Source: an optimization exercise on an open RTL-to-GDS flow (aim: small area and a short achievable clock period). Production flows keep margins and buffers that such runs may drop.
In this exercise RTL edits were held to simulation tests only and were not proved equivalent to the original.
Power figures rest on the tool's default switching activity, not on a simulated workload.

## wip/quartz
==> flow/design.v (excerpt) <==
module crash_detection #(
        parameter int HISTORY_LEN = 16   
    )(
        input   logic           clk,
        input   logic           arst_n,
        input   logic           i_state_rst,
        input   logic           i_sensors_valid,
        input   logic [15:0]    i_gps,
        input   logic [15:0]    i_accel_z,
        input   logic [15:0]    i_accel_y,
        input   logic [15:0]    i_accel_x,
        input   logic [15:0]    i_gyro_z,
        input   logic [15:0]    i_gyro_y,
        input   logic [15:0]    i_gyro_x,
        input   logic [15:0]    i_delta,
        input   logic [31:0]    ireg_speed_threshold,
        input   logic [31:0]    ireg_non_fatal_accel_threshold,
        input   logic [31:0]    ireg_fatal_accel_threshold,
        input   logic [31:0]    ireg_angle_threshold,
        input   logic [31:0]    ireg_angle_in_motion_threshold,
        input   logic [31:0]    ireg_angular_speed_threshold,
        output  logic [1:0]     o_state,
        output  logic           o_non_fatal_intr,
        output  logic           o_fatal_intr
    );
Size in the first run: ~850 flip-flops.
export LEC_CHECK = 0
export CAP_MARGIN = 20
export CORE_MARGIN = 2
export CORE_UTILIZATION = 45
export PLACE_DENSITY = 0.6
export SLEW_MARGIN = 20
create_clock -name core_clock -period 50.0 [get_ports {clk}]
standard.sh (not shown) runs the stock make flow with config.mk's settings and CLKGATE_MAP_FILE= SYNTH_SCRIPT=/design/flow/synth_recipe.tcl, a recipe that flattens the netlist after the stock synthesis.
==> flow/flow/run.sh <==
#!/bin/bash
# The standard layout with changes to how it is made:
#  - timing repair is asked to leave 37.3 ns of setup slack at the design's
#    50 ns clock, so that it works on the paths that set the achieved period;
#  - the port buffers that the standard flow inserts are buf_2 cells;
#  - the clock tree is built from clkbuf_8 cells, without dummy loads;
#  - the core is filled to 55% and placed at density 0.7.
# Clock, constraints and synthesis are unchanged.
set -o pipefail
bash standard.sh SETUP_SLACK_MARGIN=37.3 "BUFFER_PORTS_ARGS=-buffer_cell sky130_fd_sc_hd__buf_2" \
    "CTS_ARGS=-sink_clustering_enable -repair_clock_nets -buf_list sky130_fd_sc_hd__clkbuf_8 -dont_use_dummy_load" \
    CORE_UTILIZATION=55 PLACE_DENSITY=0.7 \
    finish 2>&1 | tee standard_run.log
Both conditions hold for wip/quartz: the flow ran to the end and the final layout passed the timing, design-rule and antenna checks.
> inputs changed (wip/quartz -> wip/violet)
==> flow/flow/run.sh <==
#!/bin/bash
# The standard layout with changes to how it is made:
#  - timing repair is asked to leave 37 ns of setup slack at the design's
#    50 ns clock, so that it works on the paths that set the achieved period;
#  - the port buffers that the standard flow inserts are buf_2 cells;
#  - the clock tree is built from clkbuf_8 cells, without dummy loads;
#  - the core is filled to 65% and placed at density 0.8.
# Clock, constraints and synthesis are unchanged.
set -o pipefail
bash standard.sh SETUP_SLACK_MARGIN=37 "BUFFER_PORTS_ARGS=-buffer_cell sky130_fd_sc_hd__buf_2" \
    "CTS_ARGS=-sink_clustering_enable -repair_clock_nets -buf_list sky130_fd_sc_hd__clkbuf_8 -dont_use_dummy_load" \
    CORE_UTILIZATION=65 PLACE_DENSITY=0.8 \
    finish 2>&1 | tee standard_run.log
- Taking wip/quartz as the reference, in wip/violet global-route usage +4.6 points; total power -about 0.36%; worst setup slack -0.32 ns.
- wip/violet vs wip/quartz — number of standard cells in the layout, taps in and fillers out dropped about 3.6%.
- A highest layer used for signal routing of met4 is what wip/quartz shows, while met5 belongs to wip/violet.
- Each of the runs, namely wip/quartz and wip/violet, reached the end of the flow and came out clean.
Relative to wip/violet, the following input files were edited for wip/pepper:
==> flow/flow/run.sh <==
#!/bin/bash
# The standard layout with changes to how it is made:
#  - timing repair is asked to leave 37 ns of setup slack at the design's
#    50 ns clock, so that it works on the paths that set the achieved period;
#  - the port buffers that the standard flow inserts are buf_2 cells;
#  - the clock tree is built from clkbuf_8 cells, without dummy loads;
#  - the core is filled to 55% and placed at density 0.7.
# Clock, constraints and synthesis are unchanged.
set -o pipefail
bash standard.sh SETUP_SLACK_MARGIN=37 "BUFFER_PORTS_ARGS=-buffer_cell sky130_fd_sc_hd__buf_2" \
    "CTS_ARGS=-sink_clustering_enable -repair_clock_nets -buf_list sky130_fd_sc_hd__clkbuf_8 -dont_use_dummy_load" \
    CORE_UTILIZATION=55 PLACE_DENSITY=0.7 \
    finish 2>&1 | tee standard_run.log
Findings:
Higher final cell area excluding filler cells goes to wip/pepper over wip/violet. | number of clock-tree buffers in the layout | higher: wip/pepper |. NOTE buffer count excluding the clock tree in the final layout wip/violet->wip/pepper decreased slightly. For synthesized cell count, wip/violet and wip/pepper come out practically identical. Global-route usage: wip/violet and wip/pepper compared, lower one is wip/pepper.
For wip/sierra, these inputs were changed with respect to wip/pepper:
==> flow/flow/run.sh <==
#!/bin/bash
# The standard layout with changes to how it is made:
#  - timing repair is asked to leave 37 ns of setup slack at the design's
#    50 ns clock, so that it works on the paths that set the achieved period;
#  - the port buffers that the standard flow inserts are buf_2 cells;
#  - the clock tree is built from clkbuf_8 cells, without dummy loads;
#  - repair stops fixing total negative slack after 10% of the endpoints.
# Clock, constraints and synthesis are unchanged.
set -o pipefail
bash standard.sh SETUP_SLACK_MARGIN=37 "BUFFER_PORTS_ARGS=-buffer_cell sky130_fd_sc_hd__buf_2" \
    "CTS_ARGS=-sink_clustering_enable -repair_clock_nets -buf_list sky130_fd_sc_hd__clkbuf_8 -dont_use_dummy_load" \
    TNS_END_PERCENT=10 finish 2>&1 | tee standard_run.log
Results
Comparing wip/pepper against wip/sierra, there is no change at all in total setup violations reported at the end of the flow. Wire length ends up lower on wip/pepper. wip/sierra: highest attainable clock frequency 0.65% below wip/pepper.
The inputs of wip/garnet differ from those of wip/sierra as listed below.
==> flow/flow/run.sh <==
#!/bin/bash
# The standard layout with changes to how it is made:
#  - timing repair is asked to leave 36.8 ns of setup slack at the design's
#    50 ns clock, so that it works on the paths that set the achieved period;
#  - the port buffers that the standard flow inserts are buf_2 cells;
#  - the clock tree is built from clkbuf_8 cells, without dummy loads;
#  - the core is filled to 55% and placed at density 0.7.
# Clock, constraints and synthesis are unchanged.
set -o pipefail
bash standard.sh SETUP_SLACK_MARGIN=36.8 "BUFFER_PORTS_ARGS=-buffer_cell sky130_fd_sc_hd__buf_2" \
    "CTS_ARGS=-sink_clustering_enable -repair_clock_nets -buf_list sky130_fd_sc_hd__clkbuf_8 -dont_use_dummy_load" \
    CORE_UTILIZATION=55 PLACE_DENSITY=0.7 \
    finish 2>&1 | tee standard_run.log
Notes after the runs:
- The higher sequential cell area share of wip/garnet and wip/sierra is in wip/garnet.
- Compared with wip/sierra, wip/garnet shows worst hold slack lower by 0.012 ns.
- Going from wip/sierra to wip/garnet, die area went down, design area went down.
- Across wip/garnet and wip/sierra, the outcome is the same: a clean finish for every run.
- Measured against each other, wip/garnet and wip/sierra differ in met2 usage, the lower figure coming from wip/sierra.
- Power: wip/garnet draws less than wip/sierra
- [compare] base=wip/sierra new=wip/garnet: clock-buffer cell count went down 3.5%; via count up about 1.1%; least setup slack across all paths after layout fell by 0.22 ns; clock network power share decreased by 0.2 points relative to the old numbers.
The inputs of wip/fjord differ from those of wip/garnet as listed below.
==> flow/flow/run.sh <==
#!/bin/bash
# The standard layout with changes to how it is made:
#  - timing repair is asked to leave 37 ns of setup slack at the design's
#    50 ns clock, so that it works on the paths that set the achieved period;
#  - the port buffers that the standard flow inserts are buf_2 cells;
#  - the clock tree is built from clkbuf_8 cells.
# Clock, constraints and synthesis are unchanged.
set -o pipefail
bash standard.sh SETUP_SLACK_MARGIN=37 "BUFFER_PORTS_ARGS=-buffer_cell sky130_fd_sc_hd__buf_2" \
    CTS_BUF_LIST=sky130_fd_sc_hd__clkbuf_8 finish 2>&1 | tee standard_run.log
wip/fjord consumes more power than wip/garnet does. wip/garnet ended up with p_rem[0] as its end of the critical path; wip/fjord ended up with p_q[0]. In the reports for wip/garnet and wip/fjord, the larger number of DRC markers after the initial detailed-route iteration belongs to wip/garnet. wip/garnet → wip/fjord: post-route clock period utilization shrank by 0.58 points; combinational cell fraction of total power shrank by 2.2 points; global-route wire length before repair grew by 1.0%. Maximum clock rate (lower): wip/garnet. Time the final worst path needs with I/O delays and setup improves in wip/fjord relative to wip/garnet. Relative to wip/garnet, sequential share of layout area decreased by 1.2 points in wip/fjord. Between wip/fjord and wip/garnet, it is wip/fjord whose areal power density over the cells is higher, by 0.63 nW/um2. Higher share of layout cells above drive strength 1 was reported by wip/fjord, not wip/garnet. The final reports for wip/fjord and wip/garnet show sequential share of power lower in the former.


the reference run:
crash_detection, a different RTL version from the one above (not shown whole).
Size in the first run: about 4800 cells after synthesis, roughly 860 flip-flops.
==> flow/config.mk <==
export PLATFORM = sky130hd
export DESIGN_NAME = crash_detection
export DESIGN_NICKNAME = crash_detection
export VERILOG_FILES = /design/flow/design.v
export SDC_FILE = /design/flow/constraint.sdc
export NUM_CORES = 4
export LEC_CHECK = 0
export CAP_MARGIN = 20
export CORE_MARGIN = 2
export CORE_UTILIZATION = 45
export PLACE_DENSITY = 0.6
export SLEW_MARGIN = 20
==> flow/constraint.sdc <==
create_clock -name core_clock -period 50.0 [get_ports {clk}]
set_input_delay 10.0000 -clock core_clock [delete_from_list [all_inputs] [get_ports {clk}]]
set_output_delay 10.0000 -clock core_clock [all_outputs]
set_load 0.01 [all_outputs]
==> flow/flow/run.sh <==
#!/bin/bash
# The standard layout, with timing repair asked to leave 35 ns of setup
# slack at the design's 50 ns clock, so that it works on the paths that set
# the achieved period. Clock, constraints and synthesis are unchanged.
set -o pipefail
bash standard.sh SETUP_SLACK_MARGIN=35 finish 2>&1 | tee standard_run.log
Here is what was changed in the inputs of the trial run compared with the reference run.
==> flow/flow/run.sh <==
#!/bin/bash
# The standard layout, with timing repair asked to leave 36.5 ns of setup
# slack at the design's 50 ns clock, so that it works on the paths that set
# the achieved period. Clock, constraints and synthesis are unchanged.
set -o pipefail
bash standard.sh SETUP_SLACK_MARGIN=36.5 finish 2>&1 | tee standard_run.log
Findings:
- The trial run does better than the reference run on final critical-path setup slack.
- Summary — proportion of power drawn by the clock network, the trial run relative to the reference run: higher, by 0.7 points.
- Going from the reference run to the trial run, the count of plain and timing-repair buffers in the layout was found to have gone up by 13%.
- Comparing the two runs side by side, the trial run comes out behind the reference run on number of vias after detailed routing.
- For the trial run, the first element of the critical path was i_gps[14], unlike the reference run, where it was i_delta[13].

-- what the ideal ports hide --
How much do the figures lean on ideal ports? The routed layouts below were timed once more, with nothing changed but the port constraints.
Step 1: set_driving_cell puts a clkbuf_16 on clk and a buf_2 on each other input, an assumption about the parent block.
Step 2 adds t to the input delays and takes it off the output delays; t is the mean of the earliest and latest rising clock arrival at the registers after step 1. Input paths then give back, and output paths get back, about the clock's delay inside the block.
Slacks: ideal ports / drivers / drivers and shift; pairs: ideal ports / drivers.
run	shift t [ns]	setup WS [ns]	worst setup path after step 2	slew at the worst register clock pin (ns)	worst slew at a driven data input, ns
wip/quartz	0.827	37.457 / 37.509 / 36.683	input to register	0.06 / 0.06	0.10
wip/violet	0.841	37.135 / 37.173 / 36.333	input to register	0.07 / 0.07	0.10
wip/pepper	0.854	37.228 / 37.281 / 36.427	input to register	0.06 / 0.06	0.10
wip/sierra	0.837	37.145 / 37.203 / 36.367	input to register	0.06 / 0.06	0.16
wip/garnet	0.839	36.926 / 36.979 / 36.140	input to register	0.07 / 0.07	0.11
wip/fjord	0.868	37.218 / 37.271 / 36.403	input to register	0.06 / 0.06	0.13
the reference run	0.744	35.323 / 35.370 / 34.627	input to register	0.06 / 0.06	0.21
the trial run	0.754	36.600 / 36.630 / 35.876	input to register	0.07 / 0.07	0.19
After both steps every run listed still meets setup and hold. For wip/fjord, which loses most, drivers alone change the setup slack by +0.053 ns; drivers and shift together by -0.815 ns.
